Source: an optimization exercise on an open RTL-to-GDS flow (aim: small area and a short achievable clock period). Production flows keep margins and buffers that such runs may drop. Function was not checked in any run shown here: the RTL went through the layout flow alone.

## flow/design.v (module list and top-level ports; edited modules follow where they fit)
// module mult_top: 22 lines
// module full_adder: 7 lines
// module half_adder: 7 lines
// module signed_array_mplier: 3579 lines
module mult_top (
    input             clk,
    input      [31:0] mplier,
    input      [31:0] mcand,
    output     [63:0] product
);
  // ...
==> flow/flow/run.sh <==
#!/bin/bash
# Own layout flow: the standard flow (standard.sh), with the standard
# synthesis unchanged, then the layout steps with
#  - plain buffers (buf_2) on the ports instead of the resizer's default pick,
#  - repair_timing aiming at a slack margin below the fixed clock period, so
#    that it sizes and buffers the multiplier's critical paths.
# Each step's full output is in this folder (make_*.log) and in orfs/logs/.
set -euo pipefail
MARGIN=${MARGIN:-21.45}
bash standard.sh synth > make_synth.log 2>&1
bash standard.sh \
  SETUP_SLACK_MARGIN=$MARGIN \
  "BUFFER_PORTS_ARGS=-buffer_cell sky130_fd_sc_hd__buf_2" \
  finish > make_finish.log 2>&1
==> flow/standard.sh <==
#!/bin/bash
# synth_recipe.tcl (not shown) runs the flow's synth.tcl, then flattens the netlist and writes it again
# the make line also repeats each setting of config.mk as NAME=value (left out here)
make -C /OpenROAD-flow-scripts/flow DESIGN_CONFIG=/design/flow/config.mk WORK_HOME=/design/flow/orfs CLKGATE_MAP_FILE= SYNTH_SCRIPT=/design/flow/synth_recipe.tcl "${@:-finish}"
==> flow/config.mk <==
export PLATFORM = sky130hd
export DESIGN_NAME = mult_top
export DESIGN_NICKNAME = mult_top
export VERILOG_FILES = /design/flow/design.v
export SDC_FILE = /design/flow/constraint.sdc
export NUM_CORES = 4
export LEC_CHECK = 0
export ABC_AREA = 1
export CAP_MARGIN = 20
export CORE_MARGIN = 2
export CORE_UTILIZATION = 40
export SLEW_MARGIN = 20
export SYNTH_HIERARCHICAL = 1
export SYNTH_MINIMUM_KEEP_SIZE = 0
==> flow/constraint.sdc <==
create_clock -name core_clock -period 28.0 [get_ports {clk}]
set_input_delay 5.6000 -clock core_clock [delete_from_list [all_inputs] [get_ports {clk}]]
set_output_delay 5.6000 -clock core_clock [all_outputs]
set_load 0.01 [all_outputs]
==> results.txt, run 1 <==
Drt:
- The routed length on met1 is 34050 um.
- After the first detailed-routing iteration, the DRC count stood at around 2800.

Synthesis:
- Ranked by instance count, the synthesized netlist is headed by sky130_fd_sc_hd__xor2_1, sky130_fd_sc_hd__o22ai_1, sky130_fd_sc_hd__fa_1.
- After synthesis, the cell types taking the most area are sky130_fd_sc_hd__fa_1, sky130_fd_sc_hd__xor2_1, sky130_fd_sc_hd__o22ai_1.
- The number of nets handed over by synthesis was about 3300.
- Sequential cells were found to cover about a tenth of the synthesized design area.
- The synthesized netlist devotes under 10% of its cell area to simple gates.
- The count of state elements after synthesis is ~130.
- The proportion of register bits with asynchronous set or reset after synthesis is 0%.
- Averaged over all synthesized cells, the footprint is 9.116 sq um.
- The synthesized cell area is roughly 25000 sq um.

STA:
- Summed over all failing endpoints, the final setup total negative slack is 0 ns.
- Based on the critical path, the design can be clocked at up to 0.1519 GHz.
- Across all hold checks on the routed design, the worst slack comes to between 0.7 and 0.8 ns.

Floorplan:
- The total area inside the core boundary comes to between 60000 and 70000 sq um.

Layout:
- The count of multi-input combinational gates is around 2100.
- The area fraction of clock buffers and clock inverters is under 10%.
- The repair_antennas step left the layout with diodes totalling 3.
- For this run, the post-layout net count is 3317.
- Once layout is complete, the utilization of the core stands at a little under half.
- The register ranked first by flip-flop count is product_q.
- The layout has 18 clock buffers.
- Summing all non-filler instances in the final layout gives an area of approximately 29000 sq um.
- The final cell count without fillers is roughly 3500.
- The largest registers in the layout are product_q: 64 flops, mcand_q: 32 flops, mplier_q: 32 flops.

Setup path:
- The setup check on the worst reg-to-reg path leaves a slack of 21.56 ns.
- STA puts the critical path data required time at around 22 ns.
- In this run the worst path has a maximum fanout of 1.

Clock network:
- The post-CTS setup-driven buffer insertion count is 44.
- The TritonCTS clock tree is yes.
- The number of buffers created by CTS is 17.
- The H-tree was split into 4 levels.

Outcome:
- The run finished with no timing, DRC or antenna violations.

Worst hold path:
- The path class of the tightest hold or removal check is reg2reg.

Global routing:
- The global routing stage identified its most utilized layer as met2.
==> run 2, diff against run 1 <==
--- a/flow/design.v
+++ b/flow/design.v
@@ -1859,177 +1859,71 @@
     wire G1239;
     wire P1240;
     wire G1241;
     wire P1242;
     wire G1243;
     wire P1244;
     wire G1245;
     wire P1246;
-    wire G1247;
-    wire P1248;
-    wire G1249;
-    wire P1250;
-    wire G1251;
-    wire P1252;
-    wire G1253;
-    wire P1254;
-    wire G1255;
-    wire P1256;
-    wire G1257;
-    wire P1258;
-    wire G1259;
-    wire P1260;
-    wire G1261;
-    wire P1262;
-    wire G1263;
-    wire P1264;
-    wire G1265;
-    wire P1266;
-    wire G1267;
-    wire P1268;
-    wire G1269;
-    wire P1270;
-    wire G1271;
-    wire P1272;
-    wire G1273;
-    wire P1274;
-    wire G1275;
-    wire P1276;
-    wire G1277;
-    wire P1278;
-    wire G1279;
-    wire P1280;
-    wire G1281;
-    wire P1282;
-    wire G1283;
-    wire P1284;
-    wire G1285;
-    wire P1286;
-    wire G1287;
-    wire P1288;
-    wire G1289;
-    wire P1290;
-    wire G1291;
-    wire P1292;
-    wire G1293;
-    wire P1294;
-    wire G1295;
-    wire P1296;
-    wire G1297;
-    wire P1298;
-    wire G1299;
-    wire P1300;
-    wire G1301;
-    wire P1302;
-    wire G1303;
-    wire P1304;
-    wire G1305;
-    wire P1306;
-    wire G1307;
-    wire P1308;
-    wire G1309;
-    wire P1310;
-    wire G1311;
-    wire P1312;
-    wire G1313;
-    wire P1314;
-    wire G1315;
-    wire P1316;
-    wire G1317;
-    wire P1318;
-    wire G1319;
-    wire P1320;
-    wire G1321;
-    wire P1322;
-    wire G1323;
-    wire P1324;
-    wire G1325;
-    wire P1326;
-    wire G1327;
-    wire P1328;
-    wire G1329;
-    wire P1330;
-    wire G1331;
-    wire P1332;
-    wire G1333;
-    wire P1334;
-    wire G1335;
-    wire P1336;
-    wire G1337;
-    wire P1338;
-    wire G1339;
-    wire P1340;
-    wire G1341;
-    wire P1342;
-    wire G1343;
-    wire P1344;
-    wire G1345;
-    wire P1346;
-    wire G1347;
-    wire P1348;
-    wire G1349;
-    wire P1350;
-    wire G1351;
-    wire P1352;
-    wire o1353;
-    wire o1354;
-    wire o1355;
-    wire o1356;
-    wire o1357;
-    wire o1358;
-    wire o1359;
-    wire o1360;
-    wire o1361;
-    wire o1362;
-    wire o1363;
-    wire o1364;
-    wire o1365;
-    wire o1366;
-    wire o1367;
-    wire o1368;
-    wire o1369;
-    wire o1370;
-    wire o1371;
-    wire o1372;
-    wire o1373;
-    wire o1374;
-    wire o1375;
-    wire o1376;
-    wire o1377;
-    wire o1378;
-    wire o1379;
-    wire o1380;
-    wire o1381;
-    wire o1382;
-    wire o1383;
-    wire o1384;
-    wire o1385;
-    wire o1386;
-    wire o1387;
-    wire o1388;
-    wire o1389;
-    wire o1390;
-    wire o1391;
-    wire o1392;
-    wire o1393;
-    wire o1394;
-    wire o1395;
-    wire o1396;
-    wire o1397;
-    wire o1398;
-    wire o1399;
-    wire o1400;
-    wire o1401;
-    wire o1402;
-    wire o1403;
-    wire o1404;
-    wire o1405;
-    wire o1406;
-    wire o1407;
+    wire o1247;
+    wire o1248;
+    wire o1249;
+    wire o1250;
+    wire o1251;
+    wire o1252;
+    wire o1253;
+    wire o1254;
+    wire o1255;
+    wire o1256;
+    wire o1257;
+    wire o1258;
+    wire o1259;
+    wire o1260;
+    wire o1261;
+    wire o1262;
+    wire o1263;
+    wire o1264;
+    wire o1265;
+    wire o1266;
+    wire o1267;
+    wire o1268;
+    wire o1269;
+    wire o1270;
+    wire o1271;
+    wire o1272;
+    wire o1273;
+    wire o1274;
+    wire o1275;
+    wire o1276;
+    wire o1277;
+    wire o1278;
+    wire o1279;
+    wire o1280;
+    wire o1281;
+    wire o1282;
+    wire o1283;
+    wire o1284;
+    wire o1285;
+    wire o1286;
+    wire o1287;
+    wire o1288;
+    wire o1289;
+    wire o1290;
+    wire o1291;
+    wire o1292;
+    wire o1293;
+    wire o1294;
+    wire o1295;
+    wire o1296;
+    wire o1297;
+    wire o1298;
+    wire o1299;
+    wire o1300;
+    wire o1301;
     assign one0 = mplier[0];
     assign two0 = mplier[1] & ~mplier[0];
     wire neg0 = mplier[1];
     assign pp0_0 = (one0 & mcand[0]) ^ neg0;
     assign pp0_1 = ((one0 & mcand[1]) | (two0 & mcand[0])) ^ neg0;
     assign pp0_2 = ((one0 & mcand[2]) | (two0 & mcand[1])) ^ neg0;
     assign pp0_3 = ((one0 & mcand[3]) | (two0 & mcand[2])) ^ neg0;
     assign pp0_4 = ((one0 & mcand[4]) | (two0 & mcand[3])) ^ neg0;
@@ -3233,384 +3127,278 @@
     assign G1089 = 1'b0 | (s965 & g1033);
     assign P1090 = s965 & p1034;
     assign G1091 = 1'b0 | (s973 & g1035);
     assign P1092 = s973 & p1036;
     assign G1093 = 1'b0 | (s977 & g1037);
     assign P1094 = s977 & p1038;
     assign G1095 = 1'b0 | (1'b1 & g1039);
     assign P1096 = 1'b1 & p1040;
-    assign G1097 = g981 | (p982 & G1041);
-    assign P1098 = p982 & P1042;
-    assign G1099 = G1043 | (P1044 & G1041);
-    assign P1100 = P1044 & P1042;
-    assign G1101 = g983 | (p984 & G1045);
-    assign P1102 = p984 & P1046;
-    assign G1103 = G1047 | (P1048 & G1045);
-    assign P1104 = P1048 & P1046;
-    assign G1105 = g985 | (p986 & G1049);
-    assign P1106 = p986 & P1050;
-    assign G1107 = G1051 | (P1052 & G1049);
-    assign P1108 = P1052 & P1050;
-    assign G1109 = 1'b0 | (s257 & G1053);
-    assign P1110 = s257 & P1054;
-    assign G1111 = G1055 | (P1056 & G1053);
-    assign P1112 = P1056 & P1054;
-    assign G1113 = 1'b0 | (s353 & G1057);
-    assign P1114 = s353 & P1058;
-    assign G1115 = G1059 | (P1060 & G1057);
-    assign P1116 = P1060 & P1058;
-    assign G1117 = g997 | (p998 & G1061);
-    assign P1118 = p998 & P1062;
-    assign G1119 = G1063 | (P1064 & G1061);
-    assign P1120 = P1064 & P1062;
-    assign G1121 = g1005 | (p1006 & G1065);
-    assign P1122 = p1006 & P1066;
-    assign G1123 = G1067 | (P1068 & G1065);
-    assign P1124 = P1068 & P1066;
-    assign G1125 = g1013 | (p1014 & G1069);
-    assign P1126 = p1014 & P1070;
-    assign G1127 = G1071 | (P1072 & G1069);
-    assign P1128 = P1072 & P1070;
-    assign G1129 = g1019 | (p1020 & G1073);
-    assign P1130 = p1020 & P1074;
-    assign G1131 = G1075 | (P1076 & G1073);
-    assign P1132 = P1076 & P1074;
-    assign G1133 = g1023 | (p1024 & G1077);
-    assign P1134 = p1024 & P1078;
-    assign G1135 = G1079 | (P1080 & G1077);
-    assign P1136 = P1080 & P1078;
-    assign G1137 = g1027 | (p1028 & G1081);
-    assign P1138 = p1028 & P1082;
-    assign G1139 = G1083 | (P1084 & G1081);
-    assign P1140 = P1084 & P1082;
-    assign G1141 = g1031 | (p1032 & G1085);
-    assign P1142 = p1032 & P1086;
-    assign G1143 = G1087 | (P1088 & G1085);
-    assign P1144 = P1088 & P1086;
-    assign G1145 = g1035 | (p1036 & G1089);
-    assign P1146 = p1036 & P1090;
-    assign G1147 = G1091 | (P1092 & G1089);
-    assign P1148 = P1092 & P1090;
-    assign G1149 = g1039 | (p1040 & G1093);
-    assign P1150 = p1040 & P1094;
-    assign G1151 = G1095 | (P1096 & G1093);
-    assign P1152 = P1096 & P1094;
-    assign G1153 = 1'b0 | (s87 & G1099);
-    assign P1154 = s87 & P1100;
-    assign G1155 = G1045 | (P1046 & G1099);
-    assign P1156 = P1046 & P1100;
-    assign G1157 = G1101 | (P1102 & G1099);
-    assign P1158 = P1102 & P1100;
-    assign G1159 = G1103 | (P1104 & G1099);
-    assign P1160 = P1104 & P1100;
-    assign G1161 = 1'b0 | (s215 & G1107);
-    assign P1162 = s215 & P1108;
-    assign G1163 = G1053 | (P1054 & G1107);
-    assign P1164 = P1054 & P1108;
-    assign G1165 = G1109 | (P1110 & G1107);
-    assign P1166 = P1110 & P1108;
-    assign G1167 = G1111 | (P1112 & G1107);
-    assign P1168 = P1112 & P1108;
-    assign G1169 = 1'b0 | (s407 & G1115);
-    assign P1170 = s407 & P1116;
-    assign G1171 = G1061 | (P1062 & G1115);
-    assign P1172 = P1062 & P1116;
-    assign G1173 = G1117 | (P1118 & G1115);
-    assign P1174 = P1118 & P1116;
-    assign G1175 = G1119 | (P1120 & G1115);
-    assign P1176 = P1120 & P1116;
-    assign G1177 = g1009 | (p1010 & G1123);
-    assign P1178 = p1010 & P1124;
-    assign G1179 = G1069 | (P1070 & G1123);
-    assign P1180 = P1070 & P1124;
-    assign G1181 = G1125 | (P1126 & G1123);
-    assign P1182 = P1126 & P1124;
-    assign G1183 = G1127 | (P1128 & G1123);
-    assign P1184 = P1128 & P1124;
-    assign G1185 = g1021 | (p1022 & G1131);
-    assign P1186 = p1022 & P1132;
-    assign G1187 = G1077 | (P1078 & G1131);
-    assign P1188 = P1078 & P1132;
-    assign G1189 = G1133 | (P1134 & G1131);
-    assign P1190 = P1134 & P1132;
-    assign G1191 = G1135 | (P1136 & G1131);
-    assign P1192 = P1136 & P1132;
-    assign G1193 = g1029 | (p1030 & G1139);
-    assign P1194 = p1030 & P1140;
-    assign G1195 = G1085 | (P1086 & G1139);
-    assign P1196 = P1086 & P1140;
-    assign G1197 = G1141 | (P1142 & G1139);
-    assign P1198 = P1142 & P1140;
-    assign G1199 = G1143 | (P1144 & G1139);
-    assign P1200 = P1144 & P1140;
-    assign G1201 = g1037 | (p1038 & G1147);
-    assign P1202 = p1038 & P1148;
-    assign G1203 = G1093 | (P1094 & G1147);
-    assign P1204 = P1094 & P1148;
-    assign G1205 = G1149 | (P1150 & G1147);
-    assign P1206 = P1150 & P1148;
-    assign G1207 = G1151 | (P1152 & G1147);
-    assign P1208 = P1152 & P1148;
-    assign G1209 = 1'b0 | (s143 & G1159);
-    assign P1210 = s143 & P1160;
-    assign G1211 = G1049 | (P1050 & G1159);
-    assign P1212 = P1050 & P1160;
-    assign G1213 = G1105 | (P1106 & G1159);
-    assign P1214 = P1106 & P1160;
-    assign G1215 = G1107 | (P1108 & G1159);
-    assign P1216 = P1108 & P1160;
-    assign G1217 = G1161 | (P1162 & G1159);
-    assign P1218 = P1162 & P1160;
-    assign G1219 = G1163 | (P1164 & G1159);
-    assign P1220 = P1164 & P1160;
-    assign G1221 = G1165 | (P1166 & G1159);
-    assign P1222 = P1166 & P1160;
-    assign G1223 = G1167 | (P1168 & G1159);
-    assign P1224 = P1168 & P1160;
-    assign G1225 = g1001 | (p1002 & G1175);
-    assign P1226 = p1002 & P1176;
-    assign G1227 = G1065 | (P1066 & G1175);
-    assign P1228 = P1066 & P1176;
-    assign G1229 = G1121 | (P1122 & G1175);
-    assign P1230 = P1122 & P1176;
-    assign G1231 = G1123 | (P1124 & G1175);
-    assign P1232 = P1124 & P1176;
-    assign G1233 = G1177 | (P1178 & G1175);
-    assign P1234 = P1178 & P1176;
-    assign G1235 = G1179 | (P1180 & G1175);
-    assign P1236 = P1180 & P1176;
-    assign G1237 = G1181 | (P1182 & G1175);
-    assign P1238 = P1182 & P1176;
-    assign G1239 = G1183 | (P1184 & G1175);
-    assign P1240 = P1184 & P1176;
-    assign G1241 = g1025 | (p1026 & G1191);
-    assign P1242 = p1026 & P1192;
-    assign G1243 = G1081 | (P1082 & G1191);
-    assign P1244 = P1082 & P1192;
-    assign G1245 = G1137 | (P1138 & G1191);
-    assign P1246 = P1138 & P1192;
-    assign G1247 = G1139 | (P1140 & G1191);
-    assign P1248 = P1140 & P1192;
-    assign G1249 = G1193 | (P1194 & G1191);
-    assign P1250 = P1194 & P1192;
-    assign G1251 = G1195 | (P1196 & G1191);
-    assign P1252 = P1196 & P1192;
-    assign G1253 = G1197 | (P1198 & G1191);
-    assign P1254 = P1198 & P1192;
-    assign G1255 = G1199 | (P1200 & G1191);
-    assign P1256 = P1200 & P1192;
-    assign G1257 = 1'b0 | (s303 & G1223);
-    assign P1258 = s303 & P1224;
-    assign G1259 = G1057 | (P1058 & G1223);
-    assign P1260 = P1058 & P1224;
-    assign G1261 = G1113 | (P1114 & G1223);
-    assign P1262 = P1114 & P1224;
-    assign G1263 = G1115 | (P1116 & G1223);
-    assign P1264 = P1116 & P1224;
-    assign G1265 = G1169 | (P1170 & G1223);
-    assign P1266 = P1170 & P1224;
-    assign G1267 = G1171 | (P1172 & G1223);
-    assign P1268 = P1172 & P1224;
-    assign G1269 = G1173 | (P1174 & G1223);
-    assign P1270 = P1174 & P1224;
-    assign G1271 = G1175 | (P1176 & G1223);
-    assign P1272 = P1176 & P1224;
-    assign G1273 = G1225 | (P1226 & G1223);
-    assign P1274 = P1226 & P1224;
-    assign G1275 = G1227 | (P1228 & G1223);
-    assign P1276 = P1228 & P1224;
-    assign G1277 = G1229 | (P1230 & G1223);
-    assign P1278 = P1230 & P1224;
-    assign G1279 = G1231 | (P1232 & G1223);
-    assign P1280 = P1232 & P1224;
-    assign G1281 = G1233 | (P1234 & G1223);
-    assign P1282 = P1234 & P1224;
-    assign G1283 = G1235 | (P1236 & G1223);
-    assign P1284 = P1236 & P1224;
-    assign G1285 = G1237 | (P1238 & G1223);
-    assign P1286 = P1238 & P1224;
-    assign G1287 = G1239 | (P1240 & G1223);
-    assign P1288 = P1240 & P1224;
-    assign G1289 = g1033 | (p1034 & G1255);
-    assign P1290 = p1034 & P1256;
-    assign G1291 = G1089 | (P1090 & G1255);
-    assign P1292 = P1090 & P1256;
-    assign G1293 = G1145 | (P1146 & G1255);
-    assign P1294 = P1146 & P1256;
-    assign G1295 = G1147 | (P1148 & G1255);
-    assign P1296 = P1148 & P1256;
-    assign G1297 = G1201 | (P1202 & G1255);
-    assign P1298 = P1202 & P1256;
-    assign G1299 = G1203 | (P1204 & G1255);
-    assign P1300 = P1204 & P1256;
-    assign G1301 = G1205 | (P1206 & G1255);
-    assign P1302 = P1206 & P1256;
-    assign G1303 = G1207 | (P1208 & G1255);
-    assign P1304 = P1208 & P1256;
-    assign G1305 = g1017 | (p1018 & G1287);
-    assign P1306 = p1018 & P1288;
-    assign G1307 = G1073 | (P1074 & G1287);
-    assign P1308 = P1074 & P1288;
-    assign G1309 = G1129 | (P1130 & G1287);
-    assign P1310 = P1130 & P1288;
-    assign G1311 = G1131 | (P1132 & G1287);
-    assign P1312 = P1132 & P1288;
-    assign G1313 = G1185 | (P1186 & G1287);
-    assign P1314 = P1186 & P1288;
-    assign G1315 = G1187 | (P1188 & G1287);
-    assign P1316 = P1188 & P1288;
-    assign G1317 = G1189 | (P1190 & G1287);
-    assign P1318 = P1190 & P1288;
-    assign G1319 = G1191 | (P1192 & G1287);
-    assign P1320 = P1192 & P1288;
-    assign G1321 = G1241 | (P1242 & G1287);
-    assign P1322 = P1242 & P1288;
-    assign G1323 = G1243 | (P1244 & G1287);
-    assign P1324 = P1244 & P1288;
-    assign G1325 = G1245 | (P1246 & G1287);
-    assign P1326 = P1246 & P1288;
-    assign G1327 = G1247 | (P1248 & G1287);
-    assign P1328 = P1248 & P1288;
-    assign G1329 = G1249 | (P1250 & G1287);
-    assign P1330 = P1250 & P1288;
-    assign G1331 = G1251 | (P1252 & G1287);
-    assign P1332 = P1252 & P1288;
-    assign G1333 = G1253 | (P1254 & G1287);
-    assign P1334 = P1254 & P1288;
-    assign G1335 = G1255 | (P1256 & G1287);
-    assign P1336 = P1256 & P1288;
-    assign G1337 = G1289 | (P1290 & G1287);
-    assign P1338 = P1290 & P1288;
-    assign G1339 = G1291 | (P1292 & G1287);
-    assign P1340 = P1292 & P1288;
-    assign G1341 = G1293 | (P1294 & G1287);
-    assign P1342 = P1294 & P1288;
-    assign G1343 = G1295 | (P1296 & G1287);
-    assign P1344 = P1296 & P1288;
-    assign G1345 = G1297 | (P1298 & G1287);
-    assign P1346 = P1298 & P1288;
-    assign G1347 = G1299 | (P1300 & G1287);
-    assign P1348 = P1300 & P1288;
-    assign G1349 = G1301 | (P1302 & G1287);
-    assign P1350 = P1302 & P1288;
-    assign G1351 = G1303 | (P1304 & G1287);
-    assign P1352 = P1304 & P1288;
-    assign o1353 = s55 ^ g979;
-    assign o1354 = p982 ^ G1041;
-    assign o1355 = s75 ^ G1097;
-    assign o1356 = s87 ^ G1099;
-    assign o1357 = s99 ^ G1153;
-    assign o1358 = p984 ^ G1155;
-    assign o1359 = s127 ^ G1157;
-    assign o1360 = s143 ^ G1159;
-    assign o1361 = s159 ^ G1209;
-    assign o1362 = p986 ^ G1211;
-    assign o1363 = s195 ^ G1213;
-    assign o1364 = s215 ^ G1215;
-    assign o1365 = p988 ^ G1217;
-    assign o1366 = s257 ^ G1219;
-    assign o1367 = p990 ^ G1221;
-    assign o1368 = s303 ^ G1223;
-    assign o1369 = p992 ^ G1257;
-    assign o1370 = s353 ^ G1259;
-    assign o1371 = p994 ^ G1261;
-    assign o1372 = s407 ^ G1263;
-    assign o1373 = p996 ^ G1265;
-    assign o1374 = p998 ^ G1267;
-    assign o1375 = p1000 ^ G1269;
-    assign o1376 = p1002 ^ G1271;
-    assign o1377 = p1004 ^ G1273;
-    assign o1378 = p1006 ^ G1275;
-    assign o1379 = p1008 ^ G1277;
-    assign o1380 = p1010 ^ G1279;
-    assign o1381 = p1012 ^ G1281;
-    assign o1382 = p1014 ^ G1283;
-    assign o1383 = p1016 ^ G1285;
-    assign o1384 = p1018 ^ G1287;
-    assign o1385 = s757 ^ G1305;
-    assign o1386 = p1020 ^ G1307;
-    assign o1387 = s797 ^ G1309;
-    assign o1388 = p1022 ^ G1311;
-    assign o1389 = s833 ^ G1313;
-    assign o1390 = p1024 ^ G1315;
-    assign o1391 = s865 ^ G1317;
-    assign o1392 = p1026 ^ G1319;
-    assign o1393 = s893 ^ G1321;
-    assign o1394 = p1028 ^ G1323;
-    assign o1395 = s917 ^ G1325;
-    assign o1396 = p1030 ^ G1327;
-    assign o1397 = s937 ^ G1329;
-    assign o1398 = p1032 ^ G1331;
-    assign o1399 = s953 ^ G1333;
-    assign o1400 = p1034 ^ G1335;
-    assign o1401 = s965 ^ G1337;
-    assign o1402 = p1036 ^ G1339;
-    assign o1403 = s973 ^ G1341;
-    assign o1404 = p1038 ^ G1343;
-    assign o1405 = s977 ^ G1345;
-    assign o1406 = p1040 ^ G1347;
-    assign o1407 = 1'b1 ^ G1349;
+    assign G1097 = G1043 | (P1044 & G1041);
+    assign P1098 = P1044 & P1042;
+    assign G1099 = G1047 | (P1048 & G1045);
+    assign P1100 = P1048 & P1046;
+    assign G1101 = G1051 | (P1052 & G1049);
+    assign P1102 = P1052 & P1050;
+    assign G1103 = G1055 | (P1056 & G1053);
+    assign P1104 = P1056 & P1054;
+    assign G1105 = G1059 | (P1060 & G1057);
+    assign P1106 = P1060 & P1058;
+    assign G1107 = G1063 | (P1064 & G1061);
+    assign P1108 = P1064 & P1062;
+    assign G1109 = G1067 | (P1068 & G1065);
+    assign P1110 = P1068 & P1066;
+    assign G1111 = G1071 | (P1072 & G1069);
+    assign P1112 = P1072 & P1070;
+    assign G1113 = G1075 | (P1076 & G1073);
+    assign P1114 = P1076 & P1074;
+    assign G1115 = G1079 | (P1080 & G1077);
+    assign P1116 = P1080 & P1078;
+    assign G1117 = G1083 | (P1084 & G1081);
+    assign P1118 = P1084 & P1082;
+    assign G1119 = G1087 | (P1088 & G1085);
+    assign P1120 = P1088 & P1086;
+    assign G1121 = G1091 | (P1092 & G1089);
+    assign P1122 = P1092 & P1090;
+    assign G1123 = G1095 | (P1096 & G1093);
+    assign P1124 = P1096 & P1094;
+    assign G1125 = G1099 | (P1100 & G1097);
+    assign P1126 = P1100 & P1098;
+    assign G1127 = G1103 | (P1104 & G1101);
+    assign P1128 = P1104 & P1102;
+    assign G1129 = G1107 | (P1108 & G1105);
+    assign P1130 = P1108 & P1106;
+    assign G1131 = G1111 | (P1112 & G1109);
+    assign P1132 = P1112 & P1110;
+    assign G1133 = G1115 | (P1116 & G1113);
+    assign P1134 = P1116 & P1114;
+    assign G1135 = G1119 | (P1120 & G1117);
+    assign P1136 = P1120 & P1118;
+    assign G1137 = G1123 | (P1124 & G1121);
+    assign P1138 = P1124 & P1122;
+    assign G1139 = G1127 | (P1128 & G1125);
+    assign P1140 = P1128 & P1126;
+    assign G1141 = G1131 | (P1132 & G1129);
+    assign P1142 = P1132 & P1130;
+    assign G1143 = G1135 | (P1136 & G1133);
+    assign P1144 = P1136 & P1134;
+    assign G1145 = G1141 | (P1142 & G1139);
+    assign P1146 = P1142 & P1140;
+    assign G1147 = G1143 | (P1144 & G1145);
+    assign P1148 = P1144 & P1146;
+    assign G1149 = G1129 | (P1130 & G1139);
+    assign P1150 = P1130 & P1140;
+    assign G1151 = G1133 | (P1134 & G1145);
+    assign P1152 = P1134 & P1146;
+    assign G1153 = G1137 | (P1138 & G1147);
+    assign P1154 = P1138 & P1148;
+    assign G1155 = G1101 | (P1102 & G1125);
+    assign P1156 = P1102 & P1126;
+    assign G1157 = G1105 | (P1106 & G1139);
+    assign P1158 = P1106 & P1140;
+    assign G1159 = G1109 | (P1110 & G1149);
+    assign P1160 = P1110 & P1150;
+    assign G1161 = G1113 | (P1114 & G1145);
+    assign P1162 = P1114 & P1146;
+    assign G1163 = G1117 | (P1118 & G1151);
+    assign P1164 = P1118 & P1152;
+    assign G1165 = G1121 | (P1122 & G1147);
+    assign P1166 = P1122 & P1148;
+    assign G1167 = G1045 | (P1046 & G1097);
+    assign P1168 = P1046 & P1098;
+    assign G1169 = G1049 | (P1050 & G1125);
+    assign P1170 = P1050 & P1126;
+    assign G1171 = G1053 | (P1054 & G1155);
+    assign P1172 = P1054 & P1156;
+    assign G1173 = G1057 | (P1058 & G1139);
+    assign P1174 = P1058 & P1140;
+    assign G1175 = G1061 | (P1062 & G1157);
+    assign P1176 = P1062 & P1158;
+    assign G1177 = G1065 | (P1066 & G1149);
+    assign P1178 = P1066 & P1150;
+    assign G1179 = G1069 | (P1070 & G1159);
+    assign P1180 = P1070 & P1160;
+    assign G1181 = G1073 | (P1074 & G1145);
+    assign P1182 = P1074 & P1146;
+    assign G1183 = G1077 | (P1078 & G1161);
+    assign P1184 = P1078 & P1162;
+    assign G1185 = G1081 | (P1082 & G1151);
+    assign P1186 = P1082 & P1152;
+    assign G1187 = G1085 | (P1086 & G1163);
+    assign P1188 = P1086 & P1164;
+    assign G1189 = G1089 | (P1090 & G1147);
+    assign P1190 = P1090 & P1148;
+    assign G1191 = G1093 | (P1094 & G1165);
+    assign P1192 = P1094 & P1166;
+    assign G1193 = g981 | (p982 & G1041);
+    assign P1194 = p982 & P1042;
+    assign G1195 = 1'b0 | (s87 & G1097);
+    assign P1196 = s87 & P1098;
+    assign G1197 = g983 | (p984 & G1167);
+    assign P1198 = p984 & P1168;
+    assign G1199 = 1'b0 | (s143 & G1125);
+    assign P1200 = s143 & P1126;
+    assign G1201 = g985 | (p986 & G1169);
+    assign P1202 = p986 & P1170;
+    assign G1203 = 1'b0 | (s215 & G1155);
+    assign P1204 = s215 & P1156;
+    assign G1205 = 1'b0 | (s257 & G1171);
+    assign P1206 = s257 & P1172;
+    assign G1207 = 1'b0 | (s303 & G1139);
+    assign P1208 = s303 & P1140;
+    assign G1209 = 1'b0 | (s353 & G1173);
+    assign P1210 = s353 & P1174;
+    assign G1211 = 1'b0 | (s407 & G1157);
+    assign P1212 = s407 & P1158;
+    assign G1213 = g997 | (p998 & G1175);
+    assign P1214 = p998 & P1176;
+    assign G1215 = g1001 | (p1002 & G1149);
+    assign P1216 = p1002 & P1150;
+    assign G1217 = g1005 | (p1006 & G1177);
+    assign P1218 = p1006 & P1178;
+    assign G1219 = g1009 | (p1010 & G1159);
+    assign P1220 = p1010 & P1160;
+    assign G1221 = g1013 | (p1014 & G1179);
+    assign P1222 = p1014 & P1180;
+    assign G1223 = g1017 | (p1018 & G1145);
+    assign P1224 = p1018 & P1146;
+    assign G1225 = g1019 | (p1020 & G1181);
+    assign P1226 = p1020 & P1182;
+    assign G1227 = g1021 | (p1022 & G1161);
+    assign P1228 = p1022 & P1162;
+    assign G1229 = g1023 | (p1024 & G1183);
+    assign P1230 = p1024 & P1184;
+    assign G1231 = g1025 | (p1026 & G1151);
+    assign P1232 = p1026 & P1152;
+    assign G1233 = g1027 | (p1028 & G1185);
+    assign P1234 = p1028 & P1186;
+    assign G1235 = g1029 | (p1030 & G1163);
+    assign P1236 = p1030 & P1164;
+    assign G1237 = g1031 | (p1032 & G1187);
+    assign P1238 = p1032 & P1188;
+    assign G1239 = g1033 | (p1034 & G1147);
+    assign P1240 = p1034 & P1148;
+    assign G1241 = g1035 | (p1036 & G1189);
+    assign P1242 = p1036 & P1190;
+    assign G1243 = g1037 | (p1038 & G1165);
+    assign P1244 = p1038 & P1166;
+    assign G1245 = g1039 | (p1040 & G1191);
+    assign P1246 = p1040 & P1192;
+    assign o1247 = s55 ^ g979;
+    assign o1248 = p982 ^ G1041;
+    assign o1249 = s75 ^ G1193;
+    assign o1250 = s87 ^ G1097;
+    assign o1251 = s99 ^ G1195;
+    assign o1252 = p984 ^ G1167;
+    assign o1253 = s127 ^ G1197;
+    assign o1254 = s143 ^ G1125;
+    assign o1255 = s159 ^ G1199;
+    assign o1256 = p986 ^ G1169;
+    assign o1257 = s195 ^ G1201;
+    assign o1258 = s215 ^ G1155;
+    assign o1259 = p988 ^ G1203;
+    assign o1260 = s257 ^ G1171;
+    assign o1261 = p990 ^ G1205;
+    assign o1262 = s303 ^ G1139;
+    assign o1263 = p992 ^ G1207;
+    assign o1264 = s353 ^ G1173;
+    assign o1265 = p994 ^ G1209;
+    assign o1266 = s407 ^ G1157;
+    assign o1267 = p996 ^ G1211;
+    assign o1268 = p998 ^ G1175;
+    assign o1269 = p1000 ^ G1213;
+    assign o1270 = p1002 ^ G1149;
+    assign o1271 = p1004 ^ G1215;
+    assign o1272 = p1006 ^ G1177;
+    assign o1273 = p1008 ^ G1217;
+    assign o1274 = p1010 ^ G1159;
+    assign o1275 = p1012 ^ G1219;
+    assign o1276 = p1014 ^ G1179;
+    assign o1277 = p1016 ^ G1221;
+    assign o1278 = p1018 ^ G1145;
+    assign o1279 = s757 ^ G1223;
+    assign o1280 = p1020 ^ G1181;
+    assign o1281 = s797 ^ G1225;
+    assign o1282 = p1022 ^ G1161;
+    assign o1283 = s833 ^ G1227;
+    assign o1284 = p1024 ^ G1183;
+    assign o1285 = s865 ^ G1229;
+    assign o1286 = p1026 ^ G1151;
+    assign o1287 = s893 ^ G1231;
+    assign o1288 = p1028 ^ G1185;
+    assign o1289 = s917 ^ G1233;
+    assign o1290 = p1030 ^ G1163;
+    assign o1291 = s937 ^ G1235;
+    assign o1292 = p1032 ^ G1187;
+    assign o1293 = s953 ^ G1237;
+    assign o1294 = p1034 ^ G1147;
+    assign o1295 = s965 ^ G1239;
+    assign o1296 = p1036 ^ G1189;
+    assign o1297 = s973 ^ G1241;
+    assign o1298 = p1038 ^ G1165;
+    assign o1299 = s977 ^ G1243;
+    assign o1300 = p1040 ^ G1191;
+    assign o1301 = 1'b1 ^ G1245;
     assign product[0] = s1;
     assign product[1] = s3;
     assign product[2] = s7;
     assign product[3] = s11;
     assign product[4] = s17;
     assign product[5] = s23;
     assign product[6] = s31;
     assign product[7] = s39;
     assign product[8] = p980;
-    assign product[9] = o1353;
-    assign product[10] = o1354;
-    assign product[11] = o1355;
-    assign product[12] = o1356;
-    assign product[13] = o1357;
-    assign product[14] = o1358;
-    assign product[15] = o1359;
-    assign product[16] = o1360;
-    assign product[17] = o1361;
-    assign product[18] = o1362;
-    assign product[19] = o1363;
-    assign product[20] = o1364;
-    assign product[21] = o1365;
-    assign product[22] = o1366;
-    assign product[23] = o1367;
-    assign product[24] = o1368;
-    assign product[25] = o1369;
-    assign product[26] = o1370;
-    assign product[27] = o1371;
-    assign product[28] = o1372;
-    assign product[29] = o1373;
-    assign product[30] = o1374;
-    assign product[31] = o1375;
-    assign product[32] = o1376;
-    assign product[33] = o1377;
-    assign product[34] = o1378;
-    assign product[35] = o1379;
-    assign product[36] = o1380;
-    assign product[37] = o1381;
-    assign product[38] = o1382;
-    assign product[39] = o1383;
-    assign product[40] = o1384;
-    assign product[41] = o1385;
-    assign product[42] = o1386;
-    assign product[43] = o1387;
-    assign product[44] = o1388;
-    assign product[45] = o1389;
-    assign product[46] = o1390;
-    assign product[47] = o1391;
-    assign product[48] = o1392;
-    assign product[49] = o1393;
-    assign product[50] = o1394;
-    assign product[51] = o1395;
-    assign product[52] = o1396;
-    assign product[53] = o1397;
-    assign product[54] = o1398;
-    assign product[55] = o1399;
-    assign product[56] = o1400;
-    assign product[57] = o1401;
-    assign product[58] = o1402;
-    assign product[59] = o1403;
-    assign product[60] = o1404;
-    assign product[61] = o1405;
-    assign product[62] = o1406;
-    assign product[63] = o1407;
+    assign product[9] = o1247;
+    assign product[10] = o1248;
+    assign product[11] = o1249;
+    assign product[12] = o1250;
+    assign product[13] = o1251;
+    assign product[14] = o1252;
+    assign product[15] = o1253;
+    assign product[16] = o1254;
+    assign product[17] = o1255;
+    assign product[18] = o1256;
+    assign product[19] = o1257;
+    assign product[20] = o1258;
+    assign product[21] = o1259;
+    assign product[22] = o1260;
+    assign product[23] = o1261;
+    assign product[24] = o1262;
+    assign product[25] = o1263;
+    assign product[26] = o1264;
+    assign product[27] = o1265;
+    assign product[28] = o1266;
+    assign product[29] = o1267;
+    assign product[30] = o1268;
+    assign product[31] = o1269;
+    assign product[32] = o1270;
+    assign product[33] = o1271;
+    assign product[34] = o1272;
+    assign product[35] = o1273;
+    assign product[36] = o1274;
+    assign product[37] = o1275;
+    assign product[38] = o1276;
+    assign product[39] = o1277;
+    assign product[40] = o1278;
+    assign product[41] = o1279;
+    assign product[42] = o1280;
+    assign product[43] = o1281;
+    assign product[44] = o1282;
+    assign product[45] = o1283;
+    assign product[46] = o1284;
+    assign product[47] = o1285;
+    assign product[48] = o1286;
+    assign product[49] = o1287;
+    assign product[50] = o1288;
+    assign product[51] = o1289;
+    assign product[52] = o1290;
+    assign product[53] = o1291;
+    assign product[54] = o1292;
+    assign product[55] = o1293;
+    assign product[56] = o1294;
+    assign product[57] = o1295;
+    assign product[58] = o1296;
+    assign product[59] = o1297;
+    assign product[60] = o1298;
+    assign product[61] = o1299;
+    assign product[62] = o1300;
+    assign product[63] = o1301;
 endmodule
==> run 2 against run 1 <==
Effect of this change: sequential cell count unchanged; global-route usage up 0.18 points; synthesized area down 2.2%; critical path depth up 29; critical endpoint is now product_q[55]$_DFF_P_; highest routed layer unchanged.
==> results.txt, run 2 <==
Floorplan:
- The vertical extent of the die is 249.6 um (was 252.3 um).
- The die footprint is 62290 sq um (was 63670 sq um).
- The die width is 249.6 um (was 252.3 um).
- The placement row count is 90 (was 91).
- The core region area was 60020 sq um (was 61370 sq um).
- The number of primary I/O pins came to 129 (unchanged).
- The initial core utilization is 40.19% (was 40.20%).

STA:
- The worst-case headroom to the max-slew limit is 55.52% (was 48.40%).
- The minimum clock period after layout is 6.551 ns (was 6.585 ns).
- The final clock skew is 0.01428 ns (was 0.03287 ns).
- The setup TNS is 0 ns (unchanged).
- The maximum clock rate is 0.1526 GHz (was 0.1519 GHz).
- The number of endpoints failing setup at the final stage is 0 (unchanged).
- The slew at the pin closest to its max-slew limit is 0.6672 ns (was 0.7723 ns).
- The count of final max-slew check failures is 0 (unchanged).
- RSZ-0062 raised after global routing: yes (unchanged).
- The count of endpoints failing hold in the final timing report is 0 (unchanged).
- The portion of the clock cycle consumed by the worst path in the final layout is 23.40% (was 23.52%).

Clock network:
- The clock tree buffer depth is 2 (unchanged).
- The H-tree depth is 4 (unchanged).
- The clock latency at the later pin of the worst-skew pair is 0.49 ns (was 0.51 ns).
- The clock edge transition at the registers on the reported setup and hold paths came to 0.07 ns (about the same).
- The number of buffers created by CTS is 17 (unchanged).
- The hold buffer count at cts came to 0 (unchanged).
- The TritonCTS clock tree is yes (unchanged).
- The TritonCTS sink count was 128 (unchanged).
- The root buffer cell is sky130_fd_sc_hd__clkbuf_16 (unchanged).

Outcome:
- Result of the run: timing/DRC/antenna clean (unchanged).

Synthesis:
- The proportion of register bits with asynchronous set or reset after synthesis is 0% (unchanged).
- The most used flip-flop cell after synthesis was sky130_fd_sc_hd__dfxtp_1 (unchanged).
- The count of state elements after synthesis is 128 (unchanged).
- The dominant cell type by area after synthesis is sky130_fd_sc_hd__fa_1 (unchanged).
- List of most frequent post-synthesis cells: sky130_fd_sc_hd__xor2_1, sky130_fd_sc_hd__o22ai_1, sky130_fd_sc_hd__fa_1 (unchanged).
- The fraction of post-synthesis cell area in the top cell type by area is 39.17% (was 36.84%).
- The share of synthesized area occupied by flip-flops and latches was 10.62% (was 10.39%).
- The most repeated cell in the gate-level netlist after synthesis is sky130_fd_sc_hd__xor2_1 (unchanged).
- The average cell area after synthesis is 9.968 sq um (was 9.116 sq um).
- The number of nets in the synthesized netlist is 3032 (was 3297).
- The distinct cell type count after synthesis is 36 (unchanged).
- The synthesized cell area came to 24120 sq um (was 24670 sq um).
- The yosys synthesis warning count is 7 (unchanged).
- The number of enable-type register cells in the synthesized netlist is 0 (unchanged).
- Most area-consuming cells after synthesis: sky130_fd_sc_hd__fa_1, sky130_fd_sc_hd__xor2_1, sky130_fd_sc_hd__o22ai_1 (unchanged).
- The count of mapped cells out of synthesis is 2420 (was 2706).

Drt:
- The number of iterations in the first detailed-routing pass is 9 (was 6).
- The antenna violation net count after detailed routing came to 0 (unchanged).
- The detailed-route wire length per cell came to 28.02 um (was 27.09 um).
- The final routed wirelength across all metal layers came to 92570 um (was 95680 um).
- The number of design-rule violations left by the first detailed-router iteration came to 3112 (was 2754).
- The remaining design rule violation count was 0 (unchanged).
- The per-cell via count in the routed design is 6.465 (was 6.274).
- The count of vias placed by the detailed router was 21360 (was 22160).

Setup path:
- The longest individual stage delay on the worst path was 0.58 ns (was 0.37 ns).
- The largest fanout on the critical path came to 6 (was 1).
- The instance count on the critical path is 30 (was 1).
- The slowest library cell on the worst path is sky130_fd_sc_hd__fa_1 (was sky130_fd_sc_hd__dfxtp_4).
- The nature of the critical path endpoint is a flip-flop (was primary output).
- The worst path arrival time is 6.91 ns (was 0.98 ns).
- The element type at the critical path start is a flip-flop (unchanged).
- The sum of buffers and inverters on the critical path came to 5 (was 1).
- The data required time at the worst endpoint is 28.36 ns (was 22.40 ns).
- The register-to-register setup slack is 21.45 ns (was 21.56 ns).
- The cell class contributing the biggest share of worst-path delay is adder cells (was flip-flops).
- The destination of the critical timing path is product_q[55]$_DFF_P_ (was product[63]).
- The source of the critical timing path was mplier_q[11]$_DFF_P_ (was product_q[63]$_DFF_P_).
- The type of the worst setup path was reg2reg (was reg2out).
- The number of cells on the worst reg-to-reg path was 30 (was 25).
- The capture instance of the worst register-to-register path is product_q[55]$_DFF_P_ (was product_q[41]$_DFF_P_).
- The startpoint of the most critical register-to-register path was mplier_q[11]$_DFF_P_ (was mplier_q[13]$_DFF_P_).

Global routing:
- The number of antenna violations at the first check in global routing is 2 (was 3).
- The overall fraction of global-route tracks in use is 28.91% (was 28.74%).
- The aggregate global routing overflow is 0 (unchanged).
- The via count of the first global-routing pass is 22340 (was 22710).
- The first-pass GRT wire length is 135100 um (was 137400 um).
- The maximum number of pins on one net before global-route repair is 33 (was 64).

Layout:
- Top flop regs: product_q: 64 flops, mcand_q: 32 flops, mplier_q: 32 flops (unchanged).
- The final net count is 3121 (was 3317).
- The flip-flop count of the largest register after layout was 64 (unchanged).
- The register ranked first by flip-flop count is product_q (unchanged).
- The area growth from synthesis to layout was 24.47% (was 17.10%).
- The share of the core filled with cells was 50.02% (was 47.07%).
- The fraction of final layout cells with drive strength greater than 1 was 32.25% (was 21.29%).
- Most frequent cells in the layout: sky130_fd_sc_hd__xor2_1, sky130_fd_sc_hd__o22ai_1, sky130_fd_sc_hd__fa_1, sky130_fd_sc_hd__buf_4, sky130_fd_sc_hd__fa_2 (was sky130_fd_sc_hd__xor2_1, sky130_fd_sc_hd__o22ai_1, sky130_fd_sc_hd__fa_1, sky130_fd_sc_hd__nand2_1, sky130_fd_sc_hd__inv_1).
- The commonest non-fill, non-tap cell in the layout is sky130_fd_sc_hd__xor2_1 (unchanged).
- The final design instance area without fill is 30020 sq um (was 28890 sq um).

Placement:
- The cell area after placement was 24820 sq um (was 25340 sq um).
- The final weighted congestion in routability-driven placement is 0.9421 (was 0.9252).
- The count of port buffers added during placement is 128 (unchanged).
- The HPWL reported at the end of detailed placement is 52730 um (was 58110 um).

Job:
- The reported max-cap violation count came to 0 (unchanged).

Worst hold path:
- The type of the most critical hold path is reg2reg (unchanged).
==> run 2: metrics by stage <==
step,worst slack (ns),instances,hold WS [ns]
floorplan,21.72,2420,0.5398
global placement,20.20,3080,0.8259
detailed placement,20.13,3080,0.8557
CTS,21.41,3252,0.9140
global route,21.32,3304,0.9378
finish,21.45,3304,0.8956
==> run 2: worst min path at each step <==
stage / depth (start not counted) / startpoint / slack [ns] / end
floorplan: 2 / mplier_q[1]$_DFF_P_ / 0.54 / product_q[0]$_DFF_P_
global placement: 5 / mplier_q[30]$_DFF_P_ / 0.83 / product_q[63]$_DFF_P_
detailed placement: 3 / mplier_q[0]$_DFF_P_ / 0.86 / product_q[0]$_DFF_P_
CTS: 5 / mplier_q[30]$_DFF_P_ / 0.91 / product_q[63]$_DFF_P_
global route: 2 / mcand_q[31]$_DFF_P_ / 0.94 / product_q[63]$_DFF_P_
finish: 2 / mcand_q[31]$_DFF_P_ / 0.90 / product_q[63]$_DFF_P_
==> run 2: layout make-up <==
cell class	count	area, sq um
Fill cell	5256	30000
Clock buffer	17	425.4
Tap cell	782	978.4
Timing Repair Buffer	380	4198
Multi-Input combinational cell	1845	21050
Clock inverter	14	157.7
Antenna cell	1	2.502
Inverter	136	551.8
Timing Repair inverter	1	7.507
Sequential cell	128	2651
==> run 2: modules after synthesis, one instance, submodules excluded, excerpt <==
module      flops+latches  area (sq um)
mult_top              128          2562
full_adder              0         20.02
half_adder              0         12.51
==> run 2: metal layers <==
layer	part of all wire [%]	wire, um	global-route usage [%]
met2	44	40980	44.37
met3	14	12680	9.116
met4	8.1	7522	20.33
met5	0.012	11	0
met1	34	31370	34.51
==> run 2: cells by family after synthesis <==
family | synth area share [%]
AO/OA/AOI/OAI | 14.46
adder cells (fa/ha/maj) | 43.06
flip-flops | 10.62
buffers and inverters | 8.761
XOR/XNOR | 19.50
AND/OR/NAND/NOR | 3.595
==> run 2: worst register-to-register path, delay by kind of cell, from the launching register on <==
| kind | cells | cell delay, ns |
|---|---|---|
| fa+ha+maj | 8 | 3.55 |
| simple gates | 13 | 1.14 |
| buf+inv | 5 | 0.73 |
| xor+xnor | 2 | 0.41 |
| flops | 1 | 0.36 |
| compound gates | 2 | 0.26 |
==> run 2: repair_timing <==
item,in CTS,in global routing
resized for setup,346,206
setup endpoints to repair,115,72
gates cloned,35,4
setup buffers,106,47
pin swaps,102,112
endpoints found under the hold margin,0,0

-- static timing again, ports no longer ideal --
Ports are ideal in the flow. The routed layouts listed here were re-timed in OpenROAD.
Step 1, drivers: a clkbuf_16 drives clk and a buf_2 each remaining input, both assumed.
Step 2, shift: input delay + t, output delay - t, t = (earliest + latest rising clock arrival at the registers) / 2. This alone moves slack from input paths to output paths.
Three values: ideal, step 1, step 2; two values: the first two.
| run | t (ns) | slack for setup (ns) | worst data-port slew with drivers (ns) |
|---|---|---|---|
| run 1 | 0.549 | 21.415 / 21.355 / 21.558 | 0.06 |
| run 2 | 0.542 | 21.449 / 21.409 / 21.449 | 0.06 |
After both steps every run listed still meets setup and hold.
